Context: an optimization exercise on an open-source flow, tuned for small area, a short achievable clock period and few clock cycles per item. The choices shown serve that exercise and are no tape-out recipe. The RTL was checked by simulation tests, not by an equivalence proof against the original design. Power and IR drop assume default switching activity.

File: flow/design.v
`timescale 1ns / 1ps
module cordic(
    input clk,
    input rst,                 
    input start,               
    input signed [7:0] xin,
    input signed [7:0] yin,
    input signed [7:0] angle,
    output reg signed [7:0] sine,
    output reg done
);
    reg signed [7:0] x, y, z;
    reg [6:0] ph;
    wire idle = ph[0];
    reg [7:0] xs, ys, at;
    integer j, k;
    always @(*) begin
        for (j = 0; j < 8; j = j + 1) begin
            xs[j] = idle & xin[j];
            ys[j] = idle & yin[j];
            for (k = 1; k < 7; k = k + 1) begin
                xs[j] = xs[j] | (ph[k] & x[(j + k > 7) ? 7 : j + k]);
                ys[j] = ys[j] | (ph[k] & y[(j + k > 7) ? 7 : j + k]);
            end
        end
        at = ({8{idle}} & 8'd50) | ({8{ph[1]}} & 8'd29) | ({8{ph[2]}} & 8'd15)
           | ({8{ph[3]}} & 8'd8) | ({8{ph[4]}} & 8'd4) | ({8{ph[5]}} & 8'd2)
           | ({8{ph[6]}} & 8'd1);
    end
    wire signed [7:0] xa = idle ? xin : x;
    wire signed [7:0] ya = idle ? yin : y;
    wire signed [7:0] za = idle ? angle : z;
    wire neg = za[7];
    function [7:0] addsub;
        input [7:0] a, b;
        input n;
        reg [7:0] bb, g, p, gg, pp, gn, pn;
        integer i, s;
        begin
            bb = b ^ {8{n}};
            g = a & bb;
            p = a ^ bb;
            gg = g;
            pp = p;
            gg[0] = g[0] | (p[0] & n);
            for (s = 1; s < 8; s = s * 2) begin
                gn = gg;
                pn = pp;
                for (i = 0; i < 8; i = i + 1) begin
                    if ((i & s) != 0) begin
                        gn[i] = gg[i] | (pp[i] & gg[(i & ~(s - 1)) - 1]);
                        pn[i] = pp[i] & pp[(i & ~(s - 1)) - 1];
                    end
                end
                gg = gn;
                pp = pn;
            end
            addsub = p ^ {gg[6:0], n};
        end
    endfunction
    always @(posedge clk) begin
        x <= addsub(xa, ys, ~neg);
        y <= addsub(ya, xs, neg);
        z <= addsub(za, at, ~neg);
        done <= ph[6] & ~rst;
        if (rst)
            ph <= 7'b0000001;
        else if (idle)
            ph <= start ? 7'b0000010 : 7'b0000001;
        else
            ph <= {ph[5:0], ph[6]};
    end
    wire [7:0] t = y ~^ {8{z[7]}};
    reg [7:0] run;             
    integer m;
    always @(*) begin
        run[0] = 1'b1;
        for (m = 1; m < 8; m = m + 1) run[m] = run[m - 1] & t[m - 1];
        sine = y ^ ({8{x[7]}} & run);
    end
endmodule
File: flow/flow/run.sh
#!/bin/bash
# The standard layout, with the port buffers made from buf_2 cells instead of the
# slow delay buffers buffer_ports picks by default.
set -euo pipefail
export BUFFER_PORTS_ARGS="-buffer_cell sky130_fd_sc_hd__buf_2"

bash standard.sh > standard.log 2>&1
File: flow/standard.sh
#!/bin/bash
# synth_recipe.tcl (not shown) runs the flow's synth.tcl, then flattens the netlist and writes it again
# the make line also repeats each setting of config.mk as NAME=value (left out here)
make -C /OpenROAD-flow-scripts/flow DESIGN_CONFIG=/design/flow/config.mk WORK_HOME=/design/flow/orfs CLKGATE_MAP_FILE= SYNTH_SCRIPT=/design/flow/synth_recipe.tcl "${@:-finish}"
File: flow/config.mk
export PLATFORM = sky130hd
export DESIGN_NAME = cordic
export DESIGN_NICKNAME = cordic
export VERILOG_FILES = /design/flow/design.v
export SDC_FILE = /design/flow/constraint.sdc
export NUM_CORES = 4
export LEC_CHECK = 0
export CAP_MARGIN = 20
export CORE_MARGIN = 2
export CORE_UTILIZATION = 70
export CTS_BUF_LIST = sky130_fd_sc_hd__clkbuf_8
export SETUP_SLACK_MARGIN = 1.1
export SLEW_MARGIN = 20
File: flow/constraint.sdc
create_clock -name core_clock -period 4.0 [get_ports {clk}]
set_input_delay 0.8000 -clock core_clock [delete_from_list [all_inputs] [get_ports {clk}]]
set_output_delay 0.8000 -clock core_clock [all_outputs]
set_load 0.01 [all_outputs]
==> summary.md, run 1 <==
| Metric | Value |
|---|---|
| Status | `timing/DRC/antenna clean` |
| Cell Area, Synth | `2510 µm²` |
| Simple-Gate Fraction of Synth Area | `15.1%` |
| Critical hold path startpoint | `x[0]` |
| Synth top area share | `25.5%` |
| Post-DRT Antenna Nets | `0` |
| DRC viols | `0` |
| Grt ovf | `0` |
| Final instance area | `2830 µm²` |
| Worst slew margin | `66.8%` |
| CTS tree | `built` |
| Number of DRC markers in iteration 0 | `198` |
| Area growth, synth to finish | `12.6%` |
| Flops & latches, synth | `32` |
| # IOs | `36` |
| Worst-Skew Late Latency | `300 ps` |
| Clk_skew | `8.20 ps` |
| Maximum clock frequency | `361 MHz` |
| Die area | `4080 µm²` |
| GRT Overall Usage | `30.0%` |
| Final nets | `369` |
| Routed length per instance | `15.8 µm` |
| Largest family of logic cells by synthesized area | `compound AO/OA/AOI/OAI gates` |
| CP Launch Point | `z[7]` |
| GPL Wtd Cong | `0.861` |
| Crit Path Max Fanout | `15` |
| Clock Tree Buf Depth | `2` |
| Setup Crit Path Kind | `reg -> out` |
| Commonest non-fill, non-tap cell in the layout | `buf_2` |
| Cts bufs inserted | `5` |
| Critical Path End Type | `output port` |
| Clk sinks | `32` |
| Maximum vdd ir drop | `0.419 mV` |
| Ratio of total power to cell area | `659 nW/µm²` |
| Final-report max-slew violation count | `0` |
| Buffers added on ports | `35` |
| Final hold slack | `603 ps` |
| Compound-cell area share of the yosys netlist | `15.5%` |
| Synth Area per Inst | `8.57 µm²` |
| CP arrival | `1970 ps` |
| Placed Instances | `355` |
| Final Setup Violations | `0` |
| Syn_nets | `344` |
| Site Rows | `21` |
| Commonest cells after routing, fill and taps aside | `buf_2, nand2_1, dfxtp_1, xnor2_1, o21ai_0` |
| Vias in the first global route | `2,235` |
| Drt pass-1 iters | `9` |
| Core Util, Final | `83.5%` |
| Die Span Y | `63.9 µm` |
| Adder-Cell Fraction of Synth Area | `14.6%` |
| Reg2reg setup slack | `1250 ps` |
| Slew @ Worst Pin | `498 ps` |
| Area post-placement | `2680 µm²` |
| RSZ-0062 raised after global routing | `yes` |
| N_diodes | `0` |
| Setup_tns | `0 ps` |
| Asr flop ratio synth | `0%` |
| Post-synth EDFFs | `0` |
| Reg-to-reg critical path startpoint | `ph[3]` |
| CP Launch Type | `flip-flop` |
| Reg-to-Reg End | `x[7]` |
| Largest net degree at the start of global routing | `27` |
| Area contributors post-synth | `dfxtp_1, xnor2_1, ha_1, fa_1, xor2_1` |
| Synth area leader | `dfxtp_1` |
| Hold Vio Cnt, Final | `0` |
| Hold Buf Count CTS | `0` |
| Leakage | `1.30 nW` |
| Crit path time final | `2770 ps` |
| Via-per-instance ratio | `6.06` |
| Hold Crit Class | `reg -> reg` |
| Die X | `63.9 µm` |
| Initial antenna violation count | `0` |
| # H-tree levels | `2` |
| Post-Synthesis Cells | `293` |
| First-pass GRT wire length | `9660 µm` |
| Via count | `2,212` |
| Crit share post-route | `69.2%` |
| Root Buffer | `clkbuf_8` |
| Worst hold path depth | `2` |
| Starting density of the core | `74.1%` |
| Max_cap viols | `0` |
| Post-synthesis sequential area ratio | `25.5%` |
| Worst hold path endpoint | `x[0]` |
| Worst-path clk slew | `80 ps` |
| R2R cell count | `9` |
| Cell variety after synth | `41` |
| Yosys warnings | `1` |
| Core area | `3390 µm²` |
| Share of layout cells above drive strength 1 | `19.7%` |
| Fraction of synthesized area in multiplexers | `7.77%` |
| Detail Placement HPWL | `4070 µm` |
| CP required | `3200 ps` |
| Non-Filler Instances | `365` |
| Post-synth top flop | `dfxtp_1` |
| Final wirelength | `5760 µm` |
| Post-Synth XOR/XNOR Area | `15.0%` |
==> final cells by class <==
type / instances / area (µm²)
multi-input cells: 221 / 1730
well taps: 46 / 57.6
clock inverters: 3 / 42.5
clock buffers: 5 / 68.8
flip-flops and latches: 32 / 649
inverters: 19 / 71.3
fillers: 215 / 561
repair buffers: 39 / 213
==> routing by layer <==
layer	GRT usage, %	routed length (µm)
met5	0	0
met1	36.3	2400
met4	13.9	127
met2	52.2	2870
met3	4.40	362
==> critical path: stages, from the launching register on <==
cell	delay, ps
dfxtp_4	410
or4_1	560
nor2_1	110
o21a_1	190
o21ai_0	120
xnor2_1	130
buf_2	150
==> cell usage after synthesis (8+ instances only) <==
master / count
ha_1: 15
fa_1: 9
nand2_1: 30
a222oi_1: 10
a22oi_1: 10
xor2_1: 18
clkbuf_1: 16
o21ai_0: 22
nor2_1: 13
inv_1: 19
mux2i_1: 8
xnor2_1: 25
dfxtp_1: 32
mux2_2: 9
==> state kept, by name (all words and copies together), names as in the netlist <==
register	cells
y	8
x	8
z	8
ph	7
done	1
==> report_power, final <==
group          internal [mW]  switching, mW  total, mW
registers              0.456          0.210      0.666
logic                  0.431          0.445      0.877
clock network          0.184          0.137      0.321
==> kinds of logic (layout without fill, tap and decap cells) <==
| kind of cell | Yosys count | count (layout) |
|---|---|---|
| AND/OR/NAND/NOR | 78 | 78 |
| AO/OA/AOI/OAI | 58 | 58 |
| XOR/XNOR | 43 | 43 |
| buffers and inverters | 40 | 66 |
| flip-flops | 32 | 32 |
| adder cells (fa/ha/maj) | 24 | 24 |
| multiplexers | 18 | 18 |
==> worst max-delay path by stage <==
| stage | to | slack [ps] | cells after the start |
|---|---|---|---|
| 6_report | sine[6] | 1230 | 6 |
| 5_1_grt | y[5] | 1060 | 9 |
| 4_1_cts | x[5] | 1180 | 9 |
| 3_5_place_dp | x[5] | 920 | 10 |
| 3_3_place_gp | y[5] | 970 | 10 |
| 2_1_floorplan | y[5] | 1100 | 9 |
==> per-stage QoR <==
stage | total power, mW | setup WS [ps]
2_1_floorplan | 1.28 | 1100
3_3_place_gp | 1.48 | 974
4_1_cts | 1.85 | 1180
5_1_grt | 2.01 | 1060
3_5_place_dp | 1.52 | 922
6_report | 1.86 | 1230
==> repair_timing <==
action	4_1_cts	5_1_grt
gates resized for setup	2	5
pin swaps	0	1
endpoints found under the setup margin	6	10
setup buffers	0	2
Testbench counts, summed over its fixed seeds: cycles 28,000, items 4,000.
==> run 2: changes to the inputs <==
--- a/flow/config.mk
+++ b/flow/config.mk
@@ -11,2 +11,3 @@
 export CTS_BUF_LIST = sky130_fd_sc_hd__clkbuf_8
+export PLACE_DENSITY = 0.7
 export SETUP_SLACK_MARGIN = 1.1
==> run 2 against run 1 <==
- first-iteration DRC count unchanged
- still clean
- worst hold slack unchanged
- non-clock buffer count unchanged
==> summary.md, run 2 <==
| Metric | Value |
|---|---|
| DRC viols | `0` |
| Overall Power | `1.86 mW` |
| Hold Crit Class | `reg -> reg` |
| Cell variety after synth | `41` |
| Critical hold path startpoint | `x[0]` |
| Root Buffer | `clkbuf_8` |
| Buffers added on ports | `35` |
| Die Span Y | `63.9 µm` |
| Via-per-instance ratio | `6.06` |
| Die X | `63.9 µm` |
| Setup Crit Path Kind | `reg -> out` |
| Crit path time final | `2770 ps` |
| Maximum clock frequency | `361 MHz` |
| Maximum vdd ir drop | `0.419 mV` |
| Yosys warnings | `1` |
| Number of DRC markers in iteration 0 | `198` |
| Initial antenna violation count | `0` |
| Largest regs | `x x8, y x8, z x8` |
| Worst-Skew Late Latency | `300 ps` |
| Sequential Power Share | `35.7%` |
| CP arrival | `1970 ps` |
| Core Util, Final | `83.5%` |
| # IOs | `36` |
| Flops & latches, synth | `32` |
| Clk_skew | `8.20 ps` |
| Share of layout cells above drive strength 1 | `19.7%` |
| Largest net degree at the start of global routing | `27` |
| GRT Overall Usage | `30.0%` |
| Clk sinks | `32` |
| Ratio of total power to cell area | `659 nW/µm²` |
| CTS tree | `built` |
| Crit path cell chain | `or4_1 -> nor2_1 -> o21a_1 -> o21ai_0 -> xnor2_1 -> buf_2` |
| Crit Path Max Fanout | `15` |
| Routed length per instance | `15.8 µm` |
| Starting density of the core | `74.1%` |
| Gr busiest metal | `met2` |
| Clock Tree Buf Depth | `2` |
| Crit path largest cell delay | `560 ps` |
| Status | `timing/DRC/antenna clean` |
| Register Area | `649 µm²` |
| Final instance area | `2830 µm²` |
| Post-DRT Antenna Nets | `0` |
| Fillers | `215` |
| Slew @ Worst Pin | `498 ps` |
| RSZ-0062 raised after global routing | `yes` |
| Setup_tns | `0 ps` |
| Core area | `3390 µm²` |
| Cell Area, Synth | `2510 µm²` |
| Critical Path End Type | `output port` |
| Commonest cells in the netlist | `dfxtp_1, nand2_1, xnor2_1` |
| Worst hold path depth | `2` |
| Met2 Use GR | `52.2%` |
| Post-synth EDFFs | `0` |
| Final-report max-slew violation count | `0` |
| Drt pass-1 iters | `9` |
| GR Util met1 | `36.3%` |
| Detail Placement HPWL | `4070 µm` |
| Hold Vio Cnt, Final | `0` |
| Final wirelength | `5760 µm` |
| Area contributors post-synth | `dfxtp_1, xnor2_1, ha_1, fa_1, xor2_1` |
| CP Launch Type | `flip-flop` |
| Reg-to-Reg End | `x[7]` |
| Clock share of power | `17.2%` |
| Top delay family on crit path | `simple AND/OR/NAND/NOR gates` |
| Grt ovf | `0` |
| Met3 Use GR | `4.40%` |
| Final Setup Violations | `0` |
| Leakage | `1.30 nW` |
| Post-Synthesis Cells | `293` |
| Worst-path clk slew | `80 ps` |
| Synth top area share | `25.5%` |
| Reg2reg setup slack | `1250 ps` |
| N_diodes | `0` |
| Synth area leader | `dfxtp_1` |
| Asr flop ratio synth | `0%` |
| Crit share post-route | `69.2%` |
| Max_cap viols | `0` |
| Top-count cell post-synth | `dfxtp_1` |
| Vias in the first global route | `2,235` |
| # H-tree levels | `2` |
| Multi-input gate area | `1730 µm²` |
| Area post-placement | `2680 µm²` |
| Setup ws final | `1230 ps` |
| Synth Area per Inst | `8.57 µm²` |
| Commonest cells after routing, fill and taps aside | `buf_2, nand2_1, dfxtp_1, xnor2_1, o21ai_0` |
| R2R cell count | `9` |
| Switch share | `42.5%` |
| CP max-delay cell | `or4_1` |
| Via count | `2,212` |
| Final nets | `369` |
| Area growth, synth to finish | `12.6%` |
| Worst slew margin | `66.8%` |
| CP bufs+invs | `1` |
| Site Rows | `21` |
| Cts bufs inserted | `5` |
| First-pass GRT wire length | `9660 µm` |
| Reg-to-reg critical path startpoint | `ph[3]` |
| GPL Wtd Cong | `0.861` |
| Internal power | `1.07 mW` |
| Post-synthesis sequential area ratio | `25.5%` |
| Commonest non-fill, non-tap cell in the layout | `buf_2` |
| Syn_nets | `344` |
| Critical path depth | `6` |
| Logic pwr share | `47.0%` |
| CP required | `3200 ps` |
| P_sw | `791 µW` |
| Post-synth top flop | `dfxtp_1` |
| Die area | `4080 µm²` |
| Dpl ws | `922 ps` |
| Worst hold path endpoint | `x[0]` |
[run 2: cell counts after synthesis]
No cell type changed its count.
[run 2: tightest hold or removal path, delay by kind of cell, from the launching register on]
family / cells / cell delay [ps]
xor+xnor: 1 / 70
mux: 1 / 170
flops: 1 / 320
[run 2: cell families (layout without fill, tap and decap cells)]
logic type	count (synthesis)	count (layout)	share of synthesized area [%]
compound gates	58	58	15.5
xor+xnor	43	43	15.0
fa+ha+maj	24	24	14.6
buf+inv	40	66	6.42
flops	32	32	25.5
mux	18	18	7.77
simple gates	78	78	15.1
[run 2: what timing repair did]
action                     CTS  global route
pin swaps                    0             1
buffers inserted             0             2
gates resized for setup      2             5
hold buffers                 0             0
setup endpoints to repair    6            10
[run 2: worst max path at each step]
stage              from       to
4_1_cts           ph[0]     x[5]
5_1_grt           ph[2]     y[5]
2_1_floorplan  angle[7]     y[5]
6_report           z[7]  sine[6]
3_3_place_gp   angle[7]     y[5]
3_5_place_dp   angle[7]     x[5]
[run 2: cell type report]
type                       instances  area share [%]
tap                               46            2.03
multi-input combinational        221            61.0
inverter                          19            2.52
clock inverter                     3            1.50
timing repair buffer              39            7.52
clock buffer                       5            2.43
sequential                        32            23.0
[run 2: power groups by stage]
stage	combinational, mW	sequential, mW	clock (mW)
floorplan	0.763	0.522	0
global placement	0.825	0.654	0
detailed placement	0.857	0.660	0
CTS	0.874	0.656	0.321
global route	1.00	0.681	0.331
finish	0.877	0.666	0.321
[run 2: metrics by stage]
step	cells	hold slack (ps)
finish	365	603
global route	365	610
global placement	355	552
detailed placement	355	576
CTS	363	594
floorplan	293	527
[run 2: layer usage]
| layer | part of all wire, % | routed length [µm] |
|---|---|---|
| met1 | 42 | 2400 |
| met2 | 50 | 2870 |
| met3 | 6.3 | 362 |
| met4 | 2.2 | 127 |
| met5 | 0 | 0 |
==> run 3: changes to the inputs <==
--- a/flow/config.mk
+++ b/flow/config.mk
@@ -9,5 +9,4 @@
 export CORE_MARGIN = 2
-export CORE_UTILIZATION = 70
+export CORE_UTILIZATION = 60
 export CTS_BUF_LIST = sky130_fd_sc_hd__clkbuf_8
-export PLACE_DENSITY = 0.7
 export SETUP_SLACK_MARGIN = 1.1
==> run 3 against run 2 <==
- synthesized cell count stayed put
- power is 0.64% lower
- largest cell class unchanged
- still clean on timing, DRC and antenna
- clock power fell by 2%
- highest routed layer unchanged
- clock skew up 1.3 ps
- sequential power down 2%
- fmax decreased by 0.37%
- combinational power increased by 1%
==> summary.md, run 3 <==
| Metric | Value |
|---|---|
| Core area | `4030 µm²` |
| Clock share of power | `16.9%` |
| P_sw | `769 µW` |
| Via count | `2,129` |
| Sequential Power Share | `35.1%` |
| Final instance area | `2830 µm²` |
| Final wirelength | `5720 µm` |
| Worst-Skew Late Latency | `290 ps` |
| Largest net degree at the start of global routing | `49` |
| Vias in the first global route | `1,898` |
| Asr flop ratio synth | `0%` |
| Starting density of the core | `62.4%` |
| Maximum clock frequency | `360 MHz` |
| Drt pass-1 iters | `6` |
| Critical Path End Type | `flip-flop` |
| CP required | `4180 ps` |
| Buffers added on ports | `35` |
| CP arrival | `2960 ps` |
| Hold Vio Cnt, Final | `0` |
| Crit share post-route | `69.5%` |
| N_diodes | `0` |
| Synth top area share | `25.5%` |
| Internal power | `1.08 mW` |
| Yosys warnings | `1` |
| Slew @ Worst Pin | `536 ps` |
| Grt ovf | `0` |
| Die X | `68.7 µm` |
| Worst hold path endpoint | `x[0]` |
| R2R cell count | `9` |
| CP bufs+invs | `2` |
| Synth area leader | `dfxtp_1` |
| Logic pwr share | `48.0%` |
| Post-synth EDFFs | `0` |
| Status | `timing/DRC/antenna clean` |
| Post-synthesis sequential area ratio | `25.5%` |
| Maximum vdd ir drop | `0.365 mV` |
| Flops & latches, synth | `32` |
| Post-Synthesis Cells | `293` |
| Synth Area per Inst | `8.57 µm²` |
| Cell variety after synth | `41` |
| Final hold slack | `573 ps` |
| Cts bufs inserted | `5` |
| Via-per-instance ratio | `5.75` |
| Area contributors post-synth | `dfxtp_1, xnor2_1, ha_1, fa_1, xor2_1` |
| Crit path cell chain | `buf_2 -> mux2i_4 -> buf_4 -> xnor2_1 -> ha_1 -> nor2b_1 -> o21ai_0 -> nand2b_1 -> fa_1 -> xor2_1` |
| Top-count cell post-synth | `dfxtp_1` |
| Site Rows | `23` |
| Cell Area, Synth | `2510 µm²` |
| Area growth, synth to finish | `12.7%` |
| Detail Placement HPWL | `4150 µm` |
| CTS tree | `built` |
| GRT Overall Usage | `25.7%` |
| RSZ-0062 raised after global routing | `no` |
| Worst slew margin | `64.2%` |
| Syn_nets | `344` |
| Max_cap viols | `0` |
| Setup Crit Path Kind | `in -> reg` |
| Leakage | `1.30 nW` |
| Ratio of total power to cell area | `654 nW/µm²` |
| Die Span Y | `68.7 µm` |
| Reg-to-Reg End | `z[4]` |
| Clock Tree Buf Depth | `2` |
| Area post-placement | `2690 µm²` |
| Clk_skew | `9.47 ps` |
| Worst-path clk slew | `70 ps` |
| Worst hold path depth | `2` |
| Routed length per instance | `15.5 µm` |
| Commonest cells after routing, fill and taps aside | `buf_2, nand2_1, dfxtp_1, xnor2_1, o21ai_0` |
| Clk sinks | `32` |
| CP max-delay cell | `fa_1` |
| Reg-to-reg critical path startpoint | `ph[2]` |
| Overall Power | `1.85 mW` |
| First-pass GRT wire length | `8890 µm` |
| Initial antenna violation count | `0` |
| Crit path largest cell delay | `430 ps` |
| CP Launch Type | `input port` |
| Hold Buf Count CTS | `0` |
| Largest regs | `x x8, y x8, z x8` |
| Die area | `4720 µm²` |
| # H-tree levels | `2` |
| Top delay family on crit path | `adder cells` |
| Commonest non-fill, non-tap cell in the layout | `buf_2` |
| Reg2reg setup slack | `1280 ps` |
| Hold Crit Class | `reg -> reg` |
| Number of DRC markers in iteration 0 | `209` |
| DRC viols | `0` |
| Crit path time final | `2780 ps` |
| Root Buffer | `clkbuf_8` |
| Post-synth top flop | `dfxtp_1` |
| GPL Wtd Cong | `0.860` |
| # IOs | `36` |
| Final Setup Violations | `0` |
| Share of layout cells above drive strength 1 | `20.6%` |
| Switch share | `41.5%` |
| Fillers | `348` |
| Setup_tns | `0 ps` |
| Final-report max-slew violation count | `0` |
| Critical hold path startpoint | `x[0]` |
| Crit Path Max Fanout | `12` |
| Commonest cells in the netlist | `dfxtp_1, nand2_1, xnor2_1` |
| Post-DRT Antenna Nets | `0` |
| Final nets | `370` |
-- run 3: worst min-delay path: stages (launching register included) --
cell	delay (ps)
dfxtp_1	310
mux2_2	160
xor2_1	60
-- run 3: logic make-up (layout without fill, tap and decap cells) --
kind of cell	count (synthesis)	after routing	synth area share, %
mux	18	18	7.77
buf+inv	40	67	6.42
fa+ha+maj	24	24	14.6
xor+xnor	43	43	15.0
compound gates	58	58	15.5
simple gates	78	78	15.1
flops	32	32	25.5
-- run 3: power groups by stage --
stage | clock network [mW] | logic, mW | registers (mW)
2_1_floorplan | 0 | 0.763 | 0.522
3_3_place_gp | 0 | 0.840 | 0.656
3_5_place_dp | 0 | 0.856 | 0.657
4_1_cts | 0.318 | 0.864 | 0.651
5_1_grt | 0.332 | 1.01 | 0.662
6_report | 0.313 | 0.889 | 0.650
-- run 3: routing by layer --
layer / vias to the layer above / wire (µm) / GRT usage (%)
met5: - / 0 / 0
met1: 973 / 2630 / 34.3
met2: 76 / 2640 / 41.9
met3: 13 / 353 / 5.52
met4: 0 / 94 / 7.35
li1: 1067 / - / -
-- run 3: final cells by class --
class,instances,area (µm²),area share [%]
multi-input combinational,221,1720,60.7
sequential,32,651,23.0
timing repair buffer,40,216,7.64
inverter,19,71.3,2.52
clock buffer,5,68.8,2.43
tap,50,62.6,2.21
clock inverter,3,42.5,1.50
-- run 3: what timing repair did --
action                                  CTS  global route
hold endpoints to repair                  0             0
pin swaps                                 0             2
endpoints found under the setup margin    2             7
resized for setup                         1             7
setup buffers                             0             3
-- run 3: worst max path at each step --
stage | from | endpoint | slack [ps] | depth (start not counted)
6_report | angle[7] | y[5] | 1220 | 10
5_1_grt | ph[2] | z[5] | 1100 | 9
4_1_cts | ph[0] | x[5] | 1200 | 10
3_5_place_dp | angle[7] | y[5] | 910 | 10
3_3_place_gp | angle[7] | y[5] | 940 | 10
2_1_floorplan | angle[7] | y[5] | 1100 | 9
-- run 3: stage by stage --
step	setup slack, ps	cells	utilization [%]
after floorplan	1100	293	-
after global placement	936	359	66.6
after detailed placement	911	359	66.6
after global routing	1100	370	70.3
final	1220	370	70.3
after CTS	1200	367	69.4
==> run 4: changes to the inputs <==
--- a/flow/config.mk
+++ b/flow/config.mk
@@ -9,3 +9,3 @@
 export CORE_MARGIN = 2
-export CORE_UTILIZATION = 60
+export CORE_UTILIZATION = 65
 export CTS_BUF_LIST = sky130_fd_sc_hd__clkbuf_8
==> run 4 against run 3 <==
- sequential cell count did not move
- final cell count fell by 0.27%
- clock-buffer cell count did not move
- clock power barely moved
- clock skew fell by 5.5 ps
- sequential share of layout area fell by 0.17 points
- non-clock buffer count rose by 1
- combinational power rose by 2.8%
==> summary.md, run 4 <==
| Metric | Value |
|---|---|
| Status | `timing/DRC/antenna clean` |
| N_diodes | `0` |
| Vias in the first global route | `1,952` |
| Final-report max-slew violation count | `0` |
| CP required | `4180 ps` |
| Share of layout cells above drive strength 1 | `20.9%` |
| Synth top area share | `25.5%` |
| Starting density of the core | `68.1%` |
| Hold Vio Cnt, Final | `0` |
| Largest net degree at the start of global routing | `49` |
| Critical Path End Type | `flip-flop` |
| Setup_tns | `0 ps` |
| # IOs | `36` |
| GPL Wtd Cong | `0.842` |
| Setup Crit Path Kind | `in -> reg` |
| Commonest cells in the netlist | `dfxtp_1, nand2_1, xnor2_1` |
| Crit share post-route | `70.5%` |
| Fillers | `275` |
| Drt pass-1 iters | `8` |
| Synth Area per Inst | `8.57 µm²` |
| Post-synth top flop | `dfxtp_1` |
| Cts bufs inserted | `5` |
| Clk_skew | `3.96 ps` |
| Die X | `66.2 µm` |
| Top-count cell post-synth | `dfxtp_1` |
| Final nets | `371` |
| Post-synth EDFFs | `0` |
| Cell Area, Synth | `2510 µm²` |
| Flops & latches, synth | `32` |
| # H-tree levels | `2` |
| Worst-Skew Late Latency | `290 ps` |
| DRC viols | `0` |
| CP arrival | `3000 ps` |
| Reg2reg setup slack | `1260 ps` |
| Crit path time final | `2820 ps` |
| Initial antenna violation count | `0` |
| Leakage | `1.31 nW` |
| Asr flop ratio synth | `0%` |
| CTS tree | `built` |
| Yosys warnings | `1` |
| Die Span Y | `66.2 µm` |
| Clk sinks | `32` |
| Final wirelength | `5880 µm` |
| Buffers added on ports | `35` |
| Via-per-instance ratio | `5.95` |
| Core Util, Final | `77.2%` |
| Area contributors post-synth | `dfxtp_1, xnor2_1, ha_1, fa_1, xor2_1` |
| Routed length per instance | `15.9 µm` |
| Die area | `4380 µm²` |
| Maximum vdd ir drop | `0.371 mV` |
| Maximum clock frequency | `355 MHz` |
| Cell variety after synth | `41` |
| Final Setup Violations | `0` |
| Post-Synthesis Cells | `293` |
| Hold Crit Class | `reg -> reg` |
| RSZ-0062 raised after global routing | `yes` |
| Worst-path clk slew | `70 ps` |
| Core area | `3690 µm²` |
| Commonest non-fill, non-tap cell in the layout | `buf_2` |
| Syn_nets | `344` |
| Grt ovf | `0` |
| Crit Path Max Fanout | `12` |
| CP Launch Type | `input port` |
| Area growth, synth to finish | `13.3%` |
| First-pass GRT wire length | `9380 µm` |
| Site Rows | `22` |
| Worst slew margin | `65.8%` |
| Ratio of total power to cell area | `661 nW/µm²` |
| Largest regs | `x x8, y x8, z x8` |
| Final hold slack | `571 ps` |
| Commonest cells after routing, fill and taps aside | `buf_2, nand2_1, dfxtp_1, xnor2_1, o21ai_0` |
| Post-synthesis sequential area ratio | `25.5%` |
| Post-DRT Antenna Nets | `0` |
| GRT Overall Usage | `28.9%` |
| Number of DRC markers in iteration 0 | `267` |
| Detail Placement HPWL | `4110 µm` |
| Root Buffer | `clkbuf_8` |
| Clock Tree Buf Depth | `2` |
| Synth area leader | `dfxtp_1` |
| Via count | `2,196` |
| Slew @ Worst Pin | `513 ps` |
| Max_cap viols | `0` |
run 4: worst paths after layout:
| kind | from | to | cells after the start |
|---|---|---|---|
| worst max register to register | ph[4] | y[5] | 9 |
| worst min-delay path | x[0] | x[0] | 2 |
| worst max-delay path | angle[7] | y[5] | 10 |
| worst min register to register | x[0] | x[0] | 2 |
run 4: through the flow:
stage	instance area (µm²)	std cells	worst slack [ps]	power, mW
final	2850	369	1180	1.88
after global placement	2680	357	940	1.49
after floorplan	2520	293	1100	1.28
after detailed placement	2680	357	898	1.52
after global routing	2850	369	1060	2.04
after CTS	2800	365	1130	1.85
run 4: final cells by class:
type | count | area, µm² | area share [%]
clock buffers | 5 | 68.8 | 2.42
flip-flops and latches | 32 | 649 | 22.8
well taps | 48 | 60.1 | 2.11
repair buffers | 41 | 228 | 8.00
clock inverters | 3 | 42.5 | 1.49
multi-input cells | 221 | 1730 | 60.7
inverters | 19 | 71.3 | 2.51
run 4: routing by layer:
metal | vias up | part of all wire (%) | track usage [%]
met4 | 0 | 2.2 | 12.0
met3 | 16 | 7.5 | 6.13
li1 | 1072 | - | -
met2 | 101 | 48 | 47.6
met1 | 1007 | 43 | 36.6
met5 | - | 0 | 0
run 4: what timing repair did:
item                       4_1_cts  5_1_grt
hold buffers                     0        0
gates resized for setup          1        7
buffers inserted                 0        4
setup endpoints to repair        3        8
pin swaps                        0        2
run 4: cell families (layout without fill, tap and decap cells):
family / Yosys count / count (layout) / synth area share [%]
buffers and inverters: 40 / 68 / 6.42
XOR/XNOR: 43 / 43 / 15.0
multiplexers: 18 / 18 / 7.77
adder cells (fa/ha/maj): 24 / 24 / 14.6
AND/OR/NAND/NOR: 78 / 78 / 15.1
AO/OA/AOI/OAI: 58 / 58 / 15.5
flip-flops: 32 / 32 / 25.5
run 4: critical path: stages:
cell and delay [ps]:
buf_2 150, mux2i_4 320, buf_6 240, xnor2_2 160
ha_1 260, nor2b_1 150, o21ai_0 210, nand2b_1 120
fa_1 430, xor2_1 150
run 4: report_power, final:
part	switching [mW]	leakage [nW]	internal, mW	total, mW
logic	0.462	0.991	0.452	0.914
registers	0.194	0.268	0.457	0.651
clock network	0.132	0.0541	0.184	0.316
==> run 5: changes to the inputs <==
--- a/flow/config.mk
+++ b/flow/config.mk
@@ -9,5 +9,5 @@
 export CORE_MARGIN = 2
-export CORE_UTILIZATION = 65
+export CORE_UTILIZATION = 70
 export CTS_BUF_LIST = sky130_fd_sc_hd__clkbuf_8
-export SETUP_SLACK_MARGIN = 1.1
+export SETUP_SLACK_MARGIN = 1.0
 export SLEW_MARGIN = 20
==> run 5 against run 4 <==
- still clean on timing, DRC and antenna
- die area down 6.7%
- global-route usage is 1.1 points higher
- sequential share of layout area rose by 0.25 points
- critical path depth shrank 4
- worst hold slack improved by 23 ps
- core utilization increased by 5.4 points
- register-to-register slack got worse by 60 ps
- area after synthesis did not move
- fmax is 0.51% higher
- combinational power shrank 5.0%
- non-clock buffer count fell by 4
- largest power group unchanged
==> summary.md, run 5 <==
| Metric | Value |
|---|---|
| CP required | `3200 ps` |
| Via count | `2,227` |
| Final nets | `367` |
| Core Util, Final | `82.6%` |
| N_diodes | `0` |
| Flops & latches, synth | `32` |
| Slew @ Worst Pin | `594 ps` |
| CP max-delay cell | `or4_1` |
| Post-synth EDFFs | `0` |
| Synth area leader | `dfxtp_1` |
| Leakage | `1.29 nW` |
| # IOs | `36` |
| CP bufs+invs | `1` |
| Buffers added on ports | `35` |
| Die Span Y | `63.9 µm` |
| Vias in the first global route | `2,235` |
| Yosys warnings | `1` |
| Final-report max-slew violation count | `0` |
| # H-tree levels | `2` |
| Largest family of logic cells by synthesized area | `compound AO/OA/AOI/OAI gates` |
| Crit path largest cell delay | `570 ps` |
| Clk_skew | `7.67 ps` |
| Post-Synth XOR/XNOR Area | `15.0%` |
| Clock Tree Buf Depth | `2` |
| Worst hold path endpoint | `x[0]` |
| Adder-Cell Fraction of Synth Area | `14.6%` |
| Post-Synthesis Cells | `293` |
| Area contributors post-synth | `dfxtp_1, xnor2_1, ha_1, fa_1, xor2_1` |
| Site Rows | `21` |
| Share of layout cells above drive strength 1 | `18.6%` |
| Largest regs | `x x8, y x8, z x8` |
| Largest net degree at the start of global routing | `27` |
| Crit path cell chain | `or4_1 -> nor2_1 -> o21a_1 -> o21ai_0 -> xnor2_1 -> buf_2` |
| Via-per-instance ratio | `6.13` |
| Status | `timing/DRC/antenna clean` |
| Crit path time final | `2800 ps` |
| Synth Area per Inst | `8.57 µm²` |
| Clk sinks | `32` |
| Routed length per instance | `15.9 µm` |
| Setup_tns | `0 ps` |
| Initial antenna violation count | `0` |
| Reg2reg setup slack | `1200 ps` |
| Top-count cell post-synth | `dfxtp_1` |
| GPL Wtd Cong | `0.861` |
| Maximum vdd ir drop | `0.414 mV` |
| Ratio of total power to cell area | `662 nW/µm²` |
| Cell variety after synth | `41` |
| Hold Crit Class | `reg -> reg` |
| Post-synthesis sequential area ratio | `25.5%` |
| CP arrival | `2000 ps` |
| Final wirelength | `5770 µm` |
| Hold Vio Cnt, Final | `0` |
| Syn_nets | `344` |
| RSZ-0062 raised after global routing | `no` |
| CTS tree | `built` |
| Fillers | `222` |
| Root Buffer | `clkbuf_8` |
| GRT Overall Usage | `30.0%` |
| Drt pass-1 iters | `6` |
| Crit share post-route | `70.1%` |
| Grt ovf | `0` |
| Maximum clock frequency | `357 MHz` |
| Simple-Gate Fraction of Synth Area | `15.1%` |
| Fraction of synthesized area in multiplexers | `7.77%` |
| Critical hold path startpoint | `x[0]` |
| Commonest cells in the netlist | `dfxtp_1, nand2_1, xnor2_1` |
| Top delay family on crit path | `simple AND/OR/NAND/NOR gates` |
| Critical Path End Type | `output port` |
| Compound-cell area share of the yosys netlist | `15.5%` |
| Final Setup Violations | `0` |
| R2R cell count | `9` |
| Worst-Skew Late Latency | `290 ps` |
| DRC viols | `0` |
| Starting density of the core | `74.1%` |
| Crit Path Max Fanout | `15` |
| Area growth, synth to finish | `11.4%` |
| Cell Area, Synth | `2510 µm²` |
| Synth top area share | `25.5%` |
| Worst slew margin | `60.4%` |
| Core area | `3390 µm²` |
| CP Launch Type | `flip-flop` |
| Asr flop ratio synth | `0%` |
| First-pass GRT wire length | `9660 µm` |
| Commonest cells after routing, fill and taps aside | `buf_2, nand2_1, dfxtp_1, xnor2_1, o21ai_0` |
| Reg-to-reg critical path startpoint | `ph[1]` |
| Post-synth top flop | `dfxtp_1` |
| Number of DRC markers in iteration 0 | `153` |
| Reg-to-Reg End | `z[5]` |
| Cts bufs inserted | `5` |
| Die area | `4080 µm²` |
| Setup Crit Path Kind | `reg -> out` |
| Worst-path clk slew | `80 ps` |
| Commonest non-fill, non-tap cell in the layout | `buf_2` |
| Die X | `63.9 µm` |
| Max_cap viols | `0` |
| Detail Placement HPWL | `4070 µm` |
| Worst hold path depth | `2` |
| Post-DRT Antenna Nets | `0` |
run 5: changes by cell type in the layout (fill, tap and decap cells not counted), sizes merged:
| cell | previous run | this run |
|---|---|---|
| buf | 41 | 37 |
run 5: worst max path at each step:
stage          slack, ps      end  cells past startpoint      from
2_1_floorplan       1100     y[5]                      9  angle[7]
3_3_place_gp         970     y[5]                     10  angle[7]
3_5_place_dp         920     x[5]                     10  angle[7]
4_1_cts             1030     x[5]                      9     ph[0]
5_1_grt             1010     y[5]                      9     ph[2]
6_report            1200  sine[6]                      6      z[7]
run 5: worst reg2reg max path, stage by stage, from the launching register on:
cell and delay (ps):
dfxtp_1 500, or2_2 450, o21ai_0 260, o31ai_1 150
fa_1 480, inv_1 70, a21o_1 100, a21oi_1 100
fa_1 450, xnor2_1 130
run 5: report_power, final:
part / internal (mW) / switching, mW / leakage [nW] / total (mW)
registers: 0.454 / 0.211 / 0.267 / 0.666
logic: 0.425 / 0.443 / 0.966 / 0.868
clock network: 0.184 / 0.134 / 0.0541 / 0.319
run 5: what timing repair did:
item / CTS / global route
setup buffers: 0 / 0
setup endpoints to repair: 0 / 15
gates resized for setup: 0 / 3
hold buffers: 0 / 0
run 5: through the flow:
step / power, mW / hold slack, ps / setup WS [ps] / instances / cell area, µm²
after floorplan: 1.28 / 527 / 1100 / 293 / 2520
final: 1.85 / 595 / 1200 / 363 / 2800
after global placement: 1.48 / 552 / 974 / 355 / 2680
after global routing: 2.00 / 610 / 1010 / 363 / 2800
after detailed placement: 1.52 / 576 / 922 / 355 / 2680
after CTS: 1.85 / 594 / 1030 / 363 / 2790
run 5: final cells by class:
class | count | area [µm²] | share of cell area, %
Sequential cell | 32 | 646 | 23.1
Inverter | 19 | 71.3 | 2.55
Clock inverter | 3 | 42.5 | 1.52
Timing Repair Buffer | 37 | 194 | 6.93
Multi-Input combinational cell | 221 | 1720 | 61.4
Clock buffer | 5 | 68.8 | 2.46
Tap cell | 46 | 57.6 | 2.06
run 5: cells by family (layout without fill, tap and decap cells):
group,after synthesis,in the layout
flops,32,32
mux,18,18
simple gates,78,78
xor+xnor,43,43
buf+inv,40,64
compound gates,58,58
fa+ha+maj,24,24
run 5: per-layer routing:
metal / GRT usage [%] / up-vias / part of all wire [%]
met4: 13.9 / 0 / 2.7
li1: - / 1062 / -
met1: 36.3 / 1049 / 42
met5: 0 / - / 0
met2: 52.2 / 96 / 49
met3: 4.40 / 20 / 6.4
==> run 6: changes to the inputs <==
--- a/flow/config.mk
+++ b/flow/config.mk
@@ -10,3 +10,2 @@
 export CORE_UTILIZATION = 70
-export CTS_BUF_LIST = sky130_fd_sc_hd__clkbuf_8
 export SETUP_SLACK_MARGIN = 1.0
==> run 6 against run 5 <==
- still clean on timing, DRC and antenna
- clock-buffer cell count unchanged
- area after synthesis unchanged
- clock power fell by 18%
- critical endpoint is now sine[7]
==> summary.md, run 6 <==
| Metric | Value |
|---|---|
| Cell Area, Synth | `2510 µm²` |
| Synth top area share | `25.5%` |
| Sequential Power Share | `37.0%` |
| First-pass GRT wire length | `9450 µm` |
| Hold Crit Class | `reg -> reg` |
| Worst slew margin | `60.5%` |
| WL met3 | `394 µm` |
| Via-per-instance ratio | `6.12` |
| # IOs | `36` |
| Crit Path Max Fanout | `15` |
| Hold Vio Cnt, Final | `0` |
| Worst-Skew Late Latency | `350 ps` |
| Initial antenna violation count | `0` |
| DRC viols | `0` |
| Area contributors post-synth | `dfxtp_1, xnor2_1, ha_1, fa_1, xor2_1` |
| Maximum clock frequency | `351 MHz` |
| N_diodes | `0` |
| Post-synth EDFFs | `0` |
| Clock Tree Buf Depth | `2` |
| CTS tree | `built` |
| Compound-cell area share of the yosys netlist | `15.5%` |
| Worst-path clk slew | `120 ps` |
| Simple-Gate Fraction of Synth Area | `15.1%` |
| Post-Synth XOR/XNOR Area | `15.0%` |
| Asr flop ratio synth | `0%` |
| Syn_nets | `344` |
| Largest net degree at the start of global routing | `27` |
| Fillers | `229` |
| Status | `timing/DRC/antenna clean` |
| Fraction of synthesized area in multiplexers | `7.77%` |
| Buffers added on ports | `35` |
| Ratio of total power to cell area | `646 nW/µm²` |
| Clk sinks | `32` |
| Maximum vdd ir drop | `0.392 mV` |
| Starting density of the core | `74.1%` |
| Number of DRC markers in iteration 0 | `201` |
| Core area | `3390 µm²` |
| Largest family of logic cells by synthesized area | `compound AO/OA/AOI/OAI gates` |
| Root Buffer | `clkbuf_4` |
| Internal power | `1.01 mW` |
| Post-synth top flop | `dfxtp_1` |
| Critical Path End Type | `output port` |
| Share of layout cells above drive strength 1 | `18.9%` |
| Final nets | `368` |
| Setup_tns | `0 ps` |
| Synth area leader | `dfxtp_1` |
| Commonest cells after routing, fill and taps aside | `buf_2, nand2_1, dfxtp_1, xnor2_1, o21ai_0` |
| Flops & latches, synth | `32` |
| Max_cap viols | `0` |
| Detail Placement HPWL | `4070 µm` |
| Die Span Y | `63.9 µm` |
| Commonest non-fill, non-tap cell in the layout | `buf_2` |
| Leakage | `1.28 nW` |
| Largest regs | `x x8, y x8, z x8` |
| Top-count cell post-synth | `dfxtp_1` |
| Crit path largest cell delay | `550 ps` |
| GPL Wtd Cong | `0.861` |
| Top Metal Used | `met4` |
| Routed length per instance | `15.6 µm` |
| Die area | `4080 µm²` |
| Area growth, synth to finish | `10.4%` |
| Crit path cell chain | `or4_1 -> nor2_1 -> o21a_1 -> o21ai_0 -> xnor2_1 -> buf_2` |
| Die X | `63.9 µm` |
| Synth Area per Inst | `8.57 µm²` |
| P_sw | `781 µW` |
| Final-report max-slew violation count | `0` |
| CP required | `3200 ps` |
| Yosys warnings | `1` |
| Cts bufs inserted | `5` |
| # H-tree levels | `2` |
| RSZ-0062 raised after global routing | `no` |
| Grt ovf | `0` |
| Via count | `2,229` |
| Post-DRT Antenna Nets | `0` |
| Final wirelength | `5670 µm` |
| CP max-delay cell | `or4_1` |
| Crit path time final | `2850 ps` |
| Slew @ Worst Pin | `592 ps` |
| Hold Buf Count CTS | `0` |
| Logic pwr share | `48.4%` |
| DR WL met2 | `2860 µm` |
| GRT Overall Usage | `29.6%` |
| Switch share | `43.6%` |
| Post-Synthesis Cells | `293` |
| Adder-Cell Fraction of Synth Area | `14.6%` |
| CP arrival | `2050 ps` |
| Commonest cells in the netlist | `dfxtp_1, nand2_1, xnor2_1` |
| Setup Crit Path Kind | `reg -> out` |
| Cell variety after synth | `41` |
| Met1 WL | `2360 µm` |
| Core Util, Final | `81.8%` |
| Drt pass-1 iters | `9` |
| Crit share post-route | `71.1%` |
| Post-synthesis sequential area ratio | `25.5%` |
| Site Rows | `21` |
| CP Launch Type | `flip-flop` |
| Clock share of power | `14.5%` |
| Final Setup Violations | `0` |
| Vias in the first global route | `2,194` |
| Clk_skew | `11.1 ps` |
run 6: cell counts after synthesis:
Identical to the previous run, type by type.
run 6: path summary, 6_finish.rpt:
kind	start	to	slack, ps	cells past startpoint
worst max-delay path	z[7]	sine[7]	1150	6
worst min-delay path	x[0]	x[0]	590	2
worst max register to register	ph[1]	z[5]	1200	9
worst min register to register	x[0]	x[0]	590	2
run 6: kinds of logic (layout without fill, tap and decap cells):
family,after synthesis,in the layout
AO/OA/AOI/OAI,58,58
XOR/XNOR,43,43
adder cells (fa/ha/maj),24,24
buffers and inverters,40,65
flip-flops,32,32
multiplexers,18,18
AND/OR/NAND/NOR,78,78
run 6: through the flow:
step                instances  hold slack (ps)  power (mW)  worst slack, ps  instance area [µm²]
floorplan                 293              527        1.28             1100                 2520
global placement          355              552        1.48              974                 2680
detailed placement        355              576        1.52              922                 2680
CTS                       363              596        1.79             1010                 2760
global route              364              619        1.94             1000                 2770
finish                    364              592        1.79             1150                 2770
run 6: timing repair:
| item | CTS | global route |
|---|---|---|
| resized for setup | 0 | 3 |
| setup endpoints to repair | 0 | 13 |
| buffers inserted | 0 | 1 |
run 6: layout make-up:
class	instances	area (µm²)	area share (%)
clock buffers	5	37.5	1.35
clock inverters	3	42.5	1.53
inverters	19	71.3	2.57
multi-input cells	221	1720	62.0
flip-flops and latches	32	648	23.4
well taps	46	57.6	2.07
repair buffers	38	198	7.13
run 6: layer usage:
metal	up-vias	GRT usage (%)
li1	1061	-
met4	0	12.0
met1	1057	35.2
met2	103	52.1
met5	-	0
met3	8	5.46
run 6: power by group through the flow:
stage / registers, mW / clock network, mW / logic, mW
finish: 0.663 / 0.261 / 0.868
global route: 0.680 / 0.275 / 0.990
CTS: 0.653 / 0.263 / 0.871
detailed placement: 0.660 / 0 / 0.857
global placement: 0.654 / 0 / 0.825
floorplan: 0.522 / 0 / 0.763
run 6: critical path: cells and delay by family (launching register included):
family / cells / cell delay, ps
xor gates and xnor gates: 1 / 140
AOI/OAI and AO/OA: 2 / 320
buffers and inverters: 1 / 140
DFF: 1 / 430
and+or+nand+nor: 2 / 670
==> run 7: changes to the inputs <==
--- a/flow/flow/run.sh
+++ b/flow/flow/run.sh
@@ -5,3 +5,3 @@
 export BUFFER_PORTS_ARGS="-buffer_cell sky130_fd_sc_hd__buf_2"
-
+export ADDER_MAP_FILE=
 bash standard.sh > standard.log 2>&1
==> run 7 against run 6 <==
- worst setup slack got worse by 95 ps
- fmax decreased by 3.2%
- register-to-register slack got worse by 80 ps
- via count increased by 21%
- synthesized cell count increased by 19%
- critical path depth increased by 1
- area after synthesis increased by 15%
- non-clock buffer count increased by 2
- largest cell class unchanged
- clock-buffer cell count unchanged
- die area increased by 14%
==> summary.md, run 7 <==
| Metric | Value |
|---|---|
| Status | `timing/DRC/antenna clean` |
| Grt ovf | `0` |
| Largest net degree at the start of global routing | `25` |
| Hold Vio Cnt, Final | `0` |
| Site Rows | `23` |
| Setup Crit Path Kind | `reg -> out` |
| RSZ-0062 raised after global routing | `yes` |
| Cell Area, Synth | `2880 µm²` |
| Commonest cells after routing, fill and taps aside | `xnor2_1, buf_2, dfxtp_1, nand2_1, mux2i_1` |
| Maximum clock frequency | `340 MHz` |
| Setup ws final | `1060 ps` |
| DRC viols | `0` |
| Post-synth EDFFs | `0` |
| Final Setup Violations | `0` |
| Critical Path End Type | `output port` |
| Post-synthesis sequential area ratio | `22.2%` |
| Hold Crit Class | `reg -> reg` |
| Internal power | `1.17 mW` |
| Dpl ws | `743 ps` |
| Worst-path clk slew | `70 ps` |
| Cell variety after synth | `52` |
| Post-Synthesis Cells | `350` |
| Final wirelength | `7180 µm` |
| Buffers added on ports | `35` |
| Die Span Y | `68.2 µm` |
| Synth Area per Inst | `8.24 µm²` |
| Clk sinks | `32` |
| Via count | `2,697` |
| Clock share of power | `15.7%` |
| Non-Filler Instances | `421` |
| GPL Wtd Cong | `0.822` |
| Worst-Skew Late Latency | `300 ps` |
| Sequential Power Share | `33.1%` |
| Area contributors post-synth | `dfxtp_1, xnor2_1, mux2i_1, a22oi_1, xor2_1` |
| Worst slew margin | `45.0%` |
| # H-tree levels | `2` |
| Crit share post-route | `73.5%` |
| Die X | `68.2 µm` |
| Logic pwr share | `51.3%` |
| Slew @ Worst Pin | `825 ps` |
| Largest regs | `x x8, y x8, z x8` |
| Number of DRC markers in iteration 0 | `252` |
| Commonest non-fill, non-tap cell in the layout | `xnor2_1` |
| Area growth, synth to finish | `9.98%` |
| Final nets | `397` |
| Synth top area share | `22.2%` |
| Asr flop ratio synth | `0%` |
| CP arrival | `2140 ps` |
| Share of layout cells above drive strength 1 | `17.0%` |
| Post-DRT Antenna Nets | `0` |
| Hold Buf Count CTS | `0` |
| Crit Path Max Fanout | `18` |
| GRT Overall Usage | `32.9%` |
| Syn_nets | `377` |
| Root Buffer | `clkbuf_8` |
| Setup_tns | `0 ps` |
| Die area | `4650 µm²` |
| Core area | `3970 µm²` |
| Overall Power | `2.05 mW` |
| Vias in the first global route | `2,419` |
| Flops & latches, synth | `32` |
| Commonest cells in the netlist | `xnor2_1, dfxtp_1, nand2_1` |
| Drt pass-1 iters | `6` |
| Switch share | `42.9%` |
| Post-synth top flop | `dfxtp_1` |
| Initial antenna violation count | `0` |
| # IOs | `36` |
| P_sw | `881 µW` |
| Max_cap viols | `0` |
| Via-per-instance ratio | `6.41` |
| N_diodes | `0` |
| Top-count cell post-synth | `xnor2_1` |
| Routed length per instance | `17.0 µm` |
| Clock Tree Buf Depth | `2` |
| Clk_skew | `4.76 ps` |
| CP Launch Type | `flip-flop` |
| Placed Instances | `412` |
| CTS tree | `built` |
| Synth area leader | `dfxtp_1` |
| Ratio of total power to cell area | `647 nW/µm²` |
| Yosys warnings | `1` |
| First-pass GRT wire length | `11,300 µm` |
| Crit path time final | `2940 ps` |
| Final-report max-slew violation count | `0` |
| Starting density of the core | `72.6%` |
| Core Util, Final | `79.9%` |
| Leakage | `1.32 nW` |
| CP required | `3200 ps` |
| Cts bufs inserted | `5` |
| Maximum vdd ir drop | `0.413 mV` |
| Detail Placement HPWL | `4970 µm` |
==> run 7: worst max-delay path: stages, from the launching register on <==
cell,delay [ps]
dfxtp_2,340
buf_12,150
or4_4,530
mux2i_1,170
and2_4,190
o21ai_0,100
xnor2_1,190
buf_2,160
==> run 7: final timing paths <==
path / start / end / slack, ps / depth (start not counted)
setup / recovery: z[7] / sine[6] / 1060 / 7
setup reg to reg: ph[2] / y[7] / 1120 / 8
hold reg to reg: z[0] / z[0] / 580 / 2
hold / removal: z[0] / z[0] / 580 / 2
==> run 7: metrics by stage <==
stage | cell area, µm² | hold WS, ps
final | 3170 | 583
after global routing | 3170 | 641
after CTS | 3140 | 594
after detailed placement | 3020 | 577
after global placement | 3020 | 553
after floorplan | 2880 | 516
==> run 7: per-layer routing <==
layer  vias up  GRT usage [%]  share of wire, %
met2       108           54.1                48
met5         -              0                 0
met4         0           12.0               1.3
li1       1316              -                 -
met3        11           7.73               7.7
met1      1262           41.7                43
==> run 7: cell families after synthesis <==
| logic type | synth area share, % |
|---|---|
| compound gates | 20.3 |
| xor+xnor | 21.3 |
| fa+ha+maj | 3.86 |
| buf+inv | 5.08 |
| flops | 22.2 |
| mux | 9.72 |
| simple gates | 17.5 |
==> run 7: final cells by class <==
cell class | count | area [µm²]
clock buffer | 5 | 68.8
sequential | 32 | 647
clock inverter | 3 | 42.5
tap | 50 | 62.6
multi-input combinational | 288 | 2110
fill | 299 | 800
timing repair buffer | 40 | 225
inverter | 3 | 11.3
==> run 7: timing repair <==
| item | CTS | global route |
|---|---|---|
| setup buffers | 0 | 1 |
| pin swaps | 1 | 2 |
| gates resized for setup | 2 | 8 |
| setup endpoints to repair | 3 | 10 |
==> run 7: power groups by stage <==
stage | registers (mW) | logic, mW | clock network, mW
finish | 0.679 | 1.05 | 0.321
global route | 0.689 | 1.17 | 0.337
CTS | 0.659 | 1.03 | 0.322
detailed placement | 0.663 | 1.02 | 0
global placement | 0.658 | 0.999 | 0
floorplan | 0.522 | 0.926 | 0
==> run 8: changes to the inputs <==
--- a/flow/flow/run.sh
+++ b/flow/flow/run.sh
@@ -5,3 +5,3 @@
 export BUFFER_PORTS_ARGS="-buffer_cell sky130_fd_sc_hd__buf_2"
-export ADDER_MAP_FILE=
+
 bash standard.sh > standard.log 2>&1
--- a/flow/config.mk
+++ b/flow/config.mk
@@ -10,2 +10,3 @@
 export CORE_UTILIZATION = 70
+export CTS_BUF_LIST = sky130_fd_sc_hd__clkbuf_4
 export SETUP_SLACK_MARGIN = 1.0
==> run 8 against run 7 <==
- clock power shrank 19%
- critical endpoint is now sine[7]
- still clean on timing, DRC and antenna
- via count shrank 17%
- area after synthesis shrank 13%
- largest power group unchanged
==> summary.md, run 8 <==
| Metric | Value |
|---|---|
| Flops & latches, synth | `32` |
| First-pass GRT wire length | `9450 µm` |
| Final nets | `368` |
| RSZ-0062 raised after global routing | `no` |
| Commonest cells in the netlist | `dfxtp_1, nand2_1, xnor2_1` |
| # H-tree levels | `2` |
| Final instance area | `2770 µm²` |
| Synth top area share | `25.5%` |
| Top-count cell post-synth | `dfxtp_1` |
| Root Buffer | `clkbuf_4` |
| Final hold slack | `592 ps` |
| Placed Instances | `355` |
| Routed length per instance | `15.6 µm` |
| Number of DRC markers in iteration 0 | `201` |
| Crit path cell chain | `or4_1 -> nor2_1 -> o21a_1 -> o21ai_0 -> xnor2_1 -> buf_2` |
| Via count | `2,229` |
| Hold Crit Class | `reg -> reg` |
| Clock Tree Buf Depth | `2` |
| Post-synthesis sequential area ratio | `25.5%` |
| Vias in the first global route | `2,194` |
| Cell Area, Synth | `2510 µm²` |
| Asr flop ratio synth | `0%` |
| Worst-path clk slew | `120 ps` |
| Core area | `3390 µm²` |
| Non-Filler Instances | `364` |
| Crit share post-route | `71.1%` |
| Hold Vio Cnt, Final | `0` |
| Post-DRT Antenna Nets | `0` |
| GPL Wtd Cong | `0.861` |
| Initial antenna violation count | `0` |
| Synth area leader | `dfxtp_1` |
| N_diodes | `0` |
| Crit Path Max Fanout | `15` |
| Syn_nets | `344` |
| Status | `timing/DRC/antenna clean` |
| Final-report max-slew violation count | `0` |
| Final Setup Violations | `0` |
| Cell variety after synth | `41` |
| Via-per-instance ratio | `6.12` |
| Setup Crit Path Kind | `reg -> out` |
| Detail Placement HPWL | `4070 µm` |
| Overall Power | `1.79 mW` |
| Grt ovf | `0` |
| Area post-placement | `2680 µm²` |
| Clk_skew | `11.1 ps` |
| Commonest cells after routing, fill and taps aside | `buf_2, nand2_1, dfxtp_1, xnor2_1, o21ai_0` |
| Starting density of the core | `74.1%` |
| Die Span Y | `63.9 µm` |
| Clk sinks | `32` |
| Worst-Skew Late Latency | `350 ps` |
| Maximum vdd ir drop | `0.392 mV` |
| Critical Path End Type | `output port` |
| CP max-delay cell | `or4_1` |
| Share of layout cells above drive strength 1 | `18.9%` |
| Die X | `63.9 µm` |
| Area growth, synth to finish | `10.4%` |
| Final wirelength | `5670 µm` |
| CTS tree | `built` |
| Buffers added on ports | `35` |
| Leakage | `1.28 nW` |
| Area contributors post-synth | `dfxtp_1, xnor2_1, ha_1, fa_1, xor2_1` |
| Site Rows | `21` |
| Post-synth top flop | `dfxtp_1` |
| Setup_tns | `0 ps` |
| Cts bufs inserted | `5` |
| Slew @ Worst Pin | `592 ps` |
| Maximum clock frequency | `351 MHz` |
| Commonest non-fill, non-tap cell in the layout | `buf_2` |
| Worst slew margin | `60.5%` |
| Setup ws final | `1150 ps` |
| CP arrival | `2050 ps` |
| CP Launch Type | `flip-flop` |
| CP required | `3200 ps` |
| Post-Synthesis Cells | `293` |
| Largest regs | `x x8, y x8, z x8` |
| Dpl ws | `922 ps` |
| # IOs | `36` |
| GRT Overall Usage | `29.6%` |
| Ratio of total power to cell area | `646 nW/µm²` |
| Top delay family on crit path | `simple AND/OR/NAND/NOR gates` |
| DRC viols | `0` |
| Post-synth EDFFs | `0` |
| Drt pass-1 iters | `9` |
| Crit path largest cell delay | `550 ps` |
| Die area | `4080 µm²` |
| Synth Area per Inst | `8.57 µm²` |
| Core Util, Final | `81.8%` |
| Max_cap viols | `0` |
| Crit path time final | `2850 ps` |
| CP bufs+invs | `1` |
| Largest net degree at the start of global routing | `27` |
| Yosys warnings | `1` |
## run 8: cell count changes after synthesis, moves of 7 or more
| cell | change |
|---|---|
| xnor2_1 | -32 |
| inv_1 | +16 |
| ha_1 | +15 |
| mux2i_1 | -13 |
| maj3_1 | -10 |
| fa_1 | +9 |
| a22oi_1 | -7 |
## run 8: cell families (layout without fill, tap and decap cells)
kind of cell,Yosys count,count (layout),synth area share [%]
AO/OA/AOI/OAI,58,58,15.5
XOR/XNOR,43,43,15.0
adder cells (fa/ha/maj),24,24,14.6
buffers and inverters,40,65,6.42
flip-flops,32,32,25.5
multiplexers,18,18,7.77
AND/OR/NAND/NOR,78,78,15.1
## run 8: power by group
group          internal [mW]  switching [mW]
Combinational          0.425           0.443
Clock                  0.130           0.130
Sequential             0.455           0.208
Total                   1.01           0.781
## run 8: tightest hold or removal path, stage by stage (launching register included)
cell and delay [ps]:
dfxtp_1 320, mux2_2 160, xor2_1 70
## run 8: path summary, 6_finish.rpt
| check | start | endpoint | slack [ps] | cells after the start |
|---|---|---|---|---|
| worst max-delay path | z[7] | sine[7] | 1150 | 6 |
| worst min-delay path | x[0] | x[0] | 590 | 2 |
| worst max register to register | ph[1] | z[5] | 1200 | 9 |
| worst min register to register | x[0] | x[0] | 590 | 2 |
## run 8: layer usage
metal  vias to the layer above  track usage, %  wire length [µm]
li1                       1061               -                 -
met1                      1057            35.2              2360
met2                       103            52.1              2860
met3                         8            5.46               394
met4                         0            12.0                59
met5                         -               0                 0
## run 8: cell type report
class / instances / area [µm²]
Timing Repair Buffer: 38 / 198
Inverter: 19 / 71.3
Tap cell: 46 / 57.6
Clock buffer: 5 / 37.5
Sequential cell: 32 / 648
Clock inverter: 3 / 42.5
Multi-Input combinational cell: 221 / 1720
Fill cell: 229 / 616
## run 8: repair_timing
item	in CTS	in global routing
setup buffers	0	1
setup endpoints to repair	0	13
resized for setup	0	3
hold buffers	0	0
==> run 9: changes to the inputs <==
--- a/flow/config.mk
+++ b/flow/config.mk
@@ -10,4 +10,4 @@
 export CORE_UTILIZATION = 70
-export CTS_BUF_LIST = sky130_fd_sc_hd__clkbuf_4
-export SETUP_SLACK_MARGIN = 1.0
+export CTS_BUF_LIST = sky130_fd_sc_hd__clkbuf_8
+export SETUP_SLACK_MARGIN = 1.2
 export SLEW_MARGIN = 20
==> run 9 against run 8 <==
- still clean
- worst setup slack improved by 120 ps
- first-iteration DRC count is 47% higher
- register-to-register slack improved by 120 ps
- worst hold slack lost 16 ps
- sequential share of layout area fell by 0.78 points
- critical path depth is the same
- power increased by 6.4%
- global-route usage rose by 2.3 points
- wire length is 7.0% higher
- critical path type unchanged
- highest routed layer unchanged
==> summary.md, run 9 <==
| Metric | Value |
|---|---|
| Flops & latches, synth | `32` |
| Starting density of the core | `74.1%` |
| Number of DRC markers in iteration 0 | `295` |
| DR WL met2 | `3000 µm` |
| Area post-placement | `2690 µm²` |
| Commonest cells in the netlist | `dfxtp_1, nand2_1, xnor2_1` |
| Reg-to-Reg End | `z[5]` |
| Ratio of total power to cell area | `662 nW/µm²` |
| Reg2reg setup slack | `1320 ps` |
| Hold Vio Cnt, Final | `0` |
| Largest net degree at the start of global routing | `27` |
| CP arrival | `1930 ps` |
| Drt pass-1 iters | `6` |
| Site Rows | `21` |
| Via-per-instance ratio | `6.04` |
| Via count | `2,242` |
| Post-Synthesis Cells | `293` |
| R2R cell count | `9` |
| Top-count cell post-synth | `dfxtp_1` |
| Die area | `4080 µm²` |
| Buffers added on ports | `35` |
| Worst hold path endpoint | `ph[5]` |
| Hold Crit Class | `reg -> reg` |
| Final Setup Violations | `0` |
| N_diodes | `0` |
| Die Span Y | `63.9 µm` |
| Slew @ Worst Pin | `482 ps` |
| DRC viols | `0` |
| Max_cap viols | `0` |
| Setup Crit Path Kind | `reg -> out` |
| Largest regs | `x x8, y x8, z x8` |
| Final-report max-slew violation count | `0` |
| Post-synthesis sequential area ratio | `25.5%` |
| Vias in the first global route | `2,249` |
| Routed length per instance | `16.4 µm` |
| Detail Placement HPWL | `4170 µm` |
| CP max-delay cell | `or4_4` |
| Crit share post-route | `68.2%` |
| Crit path cell chain | `or4_4 -> nor2_1 -> o21a_2 -> o21ai_0 -> xnor2_1 -> buf_2` |
| GRT Overall Usage | `31.9%` |
| WL met3 | `422 µm` |
| Initial antenna violation count | `0` |
| CP Launch Type | `flip-flop` |
| Grt ovf | `0` |
| Core area | `3390 µm²` |
| CTS tree | `built` |
| Cell Area, Synth | `2510 µm²` |
| CP Launch Point | `y[0]` |
| Root Buffer | `clkbuf_8` |
| Crit path time final | `2730 ps` |
| Fillers | `210` |
| Maximum vdd ir drop | `0.448 mV` |
| Syn_nets | `344` |
| First-pass GRT wire length | `10,100 µm` |
| Reg-to-reg critical path startpoint | `ph[1]` |
| Die X | `63.9 µm` |
| Clock Tree Buf Depth | `2` |
| Yosys warnings | `1` |
| Clk_skew | `8.78 ps` |
| Setup_tns | `0 ps` |
| Clk sinks | `32` |
| Post-synth top flop | `dfxtp_1` |
| Cell variety after synth | `41` |
| CP bufs+invs | `1` |
| Worst-Skew Late Latency | `290 ps` |
| Synth Area per Inst | `8.57 µm²` |
| Final instance area | `2880 µm²` |
| Commonest non-fill, non-tap cell in the layout | `buf_2` |
| Crit path largest cell delay | `550 ps` |
| Top Metal Used | `met4` |
| Area growth, synth to finish | `14.6%` |
| Post-DRT Antenna Nets | `0` |
| Final nets | `375` |
| Cts bufs inserted | `5` |
| Leakage | `1.34 nW` |
| Asr flop ratio synth | `0%` |
| CP required | `3200 ps` |
| Share of layout cells above drive strength 1 | `22.8%` |
| Worst hold path depth | `1` |
| Maximum clock frequency | `367 MHz` |
| Top delay family on crit path | `simple AND/OR/NAND/NOR gates` |
| Commonest cells after routing, fill and taps aside | `buf_2, nand2_1, dfxtp_1, xnor2_1, o21ai_0` |
| # IOs | `36` |
| Critical hold path startpoint | `ph[4]` |
| Worst-path clk slew | `80 ps` |
| Status | `timing/DRC/antenna clean` |
| # H-tree levels | `2` |
| Critical Path End Type | `output port` |
| GPL Wtd Cong | `0.834` |
| Final wirelength | `6070 µm` |
| Area contributors post-synth | `dfxtp_1, xnor2_1, ha_1, fa_1, xor2_1` |
| Synth top area share | `25.5%` |
| Hold Buf Count CTS | `0` |
| Worst slew margin | `67.8%` |
| Crit Path Max Fanout | `7` |
| Synth area leader | `dfxtp_1` |
| RSZ-0062 raised after global routing | `yes` |
| Post-synth EDFFs | `0` |
| Met1 WL | `2450 µm` |
| Core Util, Final | `85.0%` |
-- run 9: cell counts after synthesis --
No cell type changed its count.
-- run 9: stage by stage --
step                      hold slack, ps  worst slack, ps  std cells  total power, mW
final                                575             1270        371             1.91
after global routing                 588             1170        371             2.07
after CTS                            596             1190        367             1.85
after detailed placement             580              836        356             1.52
after global placement               552              893        356             1.48
after floorplan                      527             1210        293             1.29
-- run 9: kinds of logic (layout without fill, tap and decap cells) --
kind of cell / after synthesis / count (layout) / synth area share [%]
compound gates: 58 / 58 / 15.5
xor+xnor: 43 / 43 / 15.0
fa+ha+maj: 24 / 24 / 14.6
buf+inv: 40 / 72 / 6.42
flops: 32 / 32 / 25.5
mux: 18 / 18 / 7.77
simple gates: 78 / 78 / 15.1
-- run 9: metal layers --
| metal | track usage, % | vias up |
|---|---|---|
| met5 | 0 | - |
| met4 | 15.2 | 0 |
| met3 | 6.69 | 18 |
| met2 | 54.9 | 112 |
| met1 | 37.6 | 1040 |
| li1 | - | 1072 |
-- run 9: repair_timing --
action | CTS | global route
setup buffers | 3 | 4
resized for setup | 4 | 8
endpoints found under the hold margin | 0 | 0
endpoints found under the setup margin | 8 | 10
pin swaps | 0 | 3
-- run 9: how the worst max path moves through the flow --
stage	slack [ps]	depth (start not counted)	to
finish	1270	6	sine[7]
global route	1170	10	y[7]
CTS	1190	6	sine[6]
detailed placement	840	10	x[5]
global placement	890	10	x[5]
floorplan	1210	9	y[5]
-- run 9: area by class of cell --
class / instances / area [µm²] / area share, %
multi-input cells: 221 / 1730 / 60.1
flip-flops and latches: 32 / 651 / 22.6
repair buffers: 45 / 258 / 8.95
inverters: 19 / 71.3 / 2.48
clock buffers: 5 / 68.8 / 2.39
well taps: 46 / 57.6 / 2.00
clock inverters: 3 / 42.5 / 1.48
-- run 9: power by group --
part           leakage, nW  switching (mW)  total (mW)  internal, mW
clock               0.0541           0.132       0.316         0.184
sequential           0.269           0.199       0.656         0.457
combinational         1.01           0.473       0.935         0.462

## re-timing with driven ports
In the flow no input, the clock included, has a driving cell. The finished layouts below were timed again as built, in two steps. Step 1 assumes that a clkbuf_16 drives the clock port and a buf_2 every other input. Step 2 times the ports against the registers' clock, not the clock port: input delays grow and output delays shrink by t, the midpoint of the rising clock arrivals with the driver on. Slacks: ideal ports / drivers / drivers and shift; pairs: ideal ports / drivers.
run | shift t [ns] | slack for setup (ns) | hold WS [ns]
run 1 | 0.320 | 1.232 / 1.204 / 0.958 | 0.603 / 0.603 / 0.603
run 2 | 0.320 | 1.232 / 1.204 / 0.958 | 0.603 / 0.603 / 0.603
run 3 | 0.313 | 1.222 / 1.226 / 0.913 | 0.573 / 0.573 / 0.573
run 4 | 0.319 | 1.182 / 1.190 / 0.871 | 0.571 / 0.571 / 0.571
run 5 | 0.317 | 1.196 / 1.168 / 0.956 | 0.595 / 0.595 / 0.595
run 6 | 0.373 | 1.154 / 1.128 / 0.925 | 0.592 / 0.592 / 0.592
run 7 | 0.326 | 1.059 / 1.029 / 0.879 | 0.583 / 0.583 / 0.583
run 8 | 0.373 | 1.154 / 1.128 / 0.925 | 0.592 / 0.592 / 0.592
run 9 | 0.322 | 1.274 / 1.243 / 1.028 | 0.575 / 0.575 / 0.575
After both steps setup and hold are still met in every run listed. For run 4, which loses most, drivers alone change the setup slack by +0.008 ns; drivers and shift together by -0.311 ns.
